Background: an optimization exercise with open tools, aiming at small area. Do not read the settings as production practice. The RTL was checked by simulation tests, not by an equivalence proof against the original design. No activity file was given, so power comes from the tool's default toggle rates.

## frameMakerTop
module frameMakerTop (samplePoint, reset, canRX, isError, isStuff, endOverload, BS_onoff, CRCtype, BRS_Stop, invalidBit, CRCcalc_on, CRCtime, ackValue, IDE, EDL, BRS, isRemote, size, frame, frameReady, isStart);
Size in the first run: roughly 580 cells after synthesis, ~190 flip-flops, about 180 I/O pins, ~6600 um2 of cells after synthesis.
Settings: LEC_CHECK=0, ABC_AREA=1, CAP_MARGIN=20, CORE_MARGIN=2, CORE_UTILIZATION=70, GPL_ROUTABILITY_DRIVEN=0, GPL_TIMING_DRIVEN=0, SLEW_MARGIN=20; clock period 5.0 ns.
standard.sh (not shown) runs the stock make flow with config.mk's settings and CLKGATE_MAP_FILE= SYNTH_SCRIPT=/design/flow/synth_recipe.tcl, a recipe that flattens the netlist after the stock synthesis.
==> flow/flow/run.sh <==
#!/bin/bash
# Layout flow: the standard ORFS flow (standard.sh) with three changes:
#  - synthesis maps the logic with an area-oriented ABC script (flow/area.abc);
#    the rest of the synthesis script, and so every register, is unchanged
#  - ports are buffered with sky130_fd_sc_hd__buf_1
#  - the clock tree uses small clock buffers and no dummy loads
# Each tool's output goes to the ORFS logs under orfs/logs and to standard.log.
set -uo pipefail
W=$PWD
F=$W/flow
sed 's#^source \$::env(SCRIPTS_DIR)/synth_preamble.tcl$#&\nset abc_args [lreplace $abc_args 1 1 '"$F"'/area.abc]#' \
  "$FLOW_HOME/scripts/synth.tcl" > "$W/my_synth.tcl"
grep -q "area.abc" "$W/my_synth.tcl" || { echo "synth.tcl patch failed"; exit 1; }
sed 's#source \$::env(SCRIPTS_DIR)/synth.tcl#source '"$W"'/my_synth.tcl#' synth_recipe.tcl > "$W/my_synth_recipe.tcl"
grep -q "my_synth.tcl" "$W/my_synth_recipe.tcl" || { echo "synth_recipe.tcl patch failed"; exit 1; }
sed 's#SYNTH_SCRIPT=[^ ]*#SYNTH_SCRIPT='"$W"'/my_synth_recipe.tcl#' standard.sh > "$W/my_standard.sh"
grep -q "my_synth_recipe.tcl" "$W/my_standard.sh" || { echo "standard.sh patch failed"; exit 1; }
export BUFFER_PORTS_ARGS="-buffer_cell sky130_fd_sc_hd__buf_1"
export CTS_ARGS="-sink_clustering_enable -repair_clock_nets -dont_use_dummy_load -buf_list sky130_fd_sc_hd__clkbuf_8 -root_buf sky130_fd_sc_hd__clkbuf_8 -sink_clustering_size 24 -sink_clustering_max_diameter 60"
bash "$W/my_standard.sh" > "$W/standard.log" 2>&1
==> flow/flow/area.abc <==
strash
&get -n
&deepsyn -T 60 -S 1
&dch
&nf -p -F 8 -A 4 -R 1000
&put
mfs3 -ae
topo
stime -c
Next try:
--- a/flow/config.mk
+++ b/flow/config.mk
@@ -9,6 +9,4 @@
 export CAP_MARGIN = 20
 export CORE_MARGIN = 2
-export CORE_UTILIZATION = 70
-export GPL_ROUTABILITY_DRIVEN = 0
-export GPL_TIMING_DRIVEN = 0
+export CORE_UTILIZATION = 76
 export SLEW_MARGIN = 20
Result: Routed wire length increases by roughly a tenth; worst hold slack gets worse by 0.012 ns; power stays flat; sequential share of layout area climbs by 1.6 points; clock power grows by a few percent.
Next try:
--- a/flow/config.mk
+++ b/flow/config.mk
@@ -9,4 +9,4 @@
 export CAP_MARGIN = 20
 export CORE_MARGIN = 2
-export CORE_UTILIZATION = 76
+export CORE_UTILIZATION = 70
 export SLEW_MARGIN = 20
=>
- clock skew drops by 0.011 ns
- final area is about the same
- wire length drops by 6.7%
- area after synthesis is unchanged
- worst setup slack is worse by 0.059 ns
- via count drops by 3.4%
- clock-buffer cell count is unchanged
- combinational power hardly moves
- utilization drops by 5.7 points

---

Another version of the RTL of frameMakerTop (not shown whole).
For scale: ~190 flip-flops, ~6700 um2 of cells after synthesis.
==> flow/design.v (excerpt) <==
module frameMakerTop (samplePoint, reset, canRX, isError, isStuff, endOverload, BS_onoff, CRCtype, BRS_Stop, invalidBit, CRCcalc_on, CRCtime, ackValue, IDE, EDL, BRS, isRemote, size, frame, frameReady, isStart);
Settings: LEC_CHECK=0, ABC_AREA=1, CAP_MARGIN=0, CORE_MARGIN=2, CORE_UTILIZATION=60, SLEW_MARGIN=0; clock period 5.0 ns.
Scripts as last shown in full above: flow/flow/run.sh, flow/flow/area.abc
The starting point finished with timing, DRC and antenna clean.
Change:
CAP_MARGIN = 20   (was 0)
CORE_UTILIZATION = 70   (was 60)
SLEW_MARGIN = 20   (was 0)
Via count grows by 2.0%; cell area decreases by 0.40%; count of clock-buffer cells in the layout does not change; utilization came out higher by 12 points; sequential share of layout area rose by 0.20 points; worst setup slack is worse by 0.016 ns; worst hold slack is worse by 0.0042 ns; non-clock buffer count is higher by 1; clock power falls by about 0.5%.
Change:
CORE_UTILIZATION = 60   (was 70)
Outcome: Final cell count went up by 1.1%; sequential share of layout area is lower by 0.20 points; total power hardly moves; setup slack gains 0.016 ns; via count fell by 1.9%; utilization fell by 12 points; first-iteration DRC count increases by 75%.

-- re-timing with driven ports --
The results above use ideal ports. As a check the final layouts listed here were re-extracted and re-timed, cells and wires unchanged. Step 1 sets driving cells, clkbuf_16 on the clock port and buf_2 on the other inputs (assumed; they add their load-dependent delay and slew). Step 2 also shifts input and output timing later by t, the mid clock arrival at the registers, as if the neighbouring blocks saw the same clock. Three values: ideal, step 1, step 2; two values: the first two.
run	t, ns	setup WS [ns]	hold WS [ns]	worst setup path at the end	cell pins on the clock port's net
the first run of note 1	0.449	1.504 / 1.504 / 1.177	0.469 / 0.469 / 0.469	input to register	1
the second run of note 1	0.488	1.532 / 1.532 / 1.226	0.457 / 0.457 / 0.457	input to register	1
the third run of note 1	0.477	1.472 / 1.472 / 1.441	0.448 / 0.448 / 0.448	input to register	1
the first run of note 2	0.478	1.658 / 1.623 / 1.349	0.461 / 0.461 / 0.461	input to register	1
the second run of note 2	0.471	1.642 / 1.606 / 1.326	0.456 / 0.456 / 0.456	input to register	1
the third run of note 2	0.478	1.658 / 1.623 / 1.349	0.461 / 0.461 / 0.461	input to register	1
After both steps setup and hold are still met in every run listed. The setup slack of the first run of note 1, which loses most, moves by 0.000 ns with the drivers and by -0.327 ns with both steps.
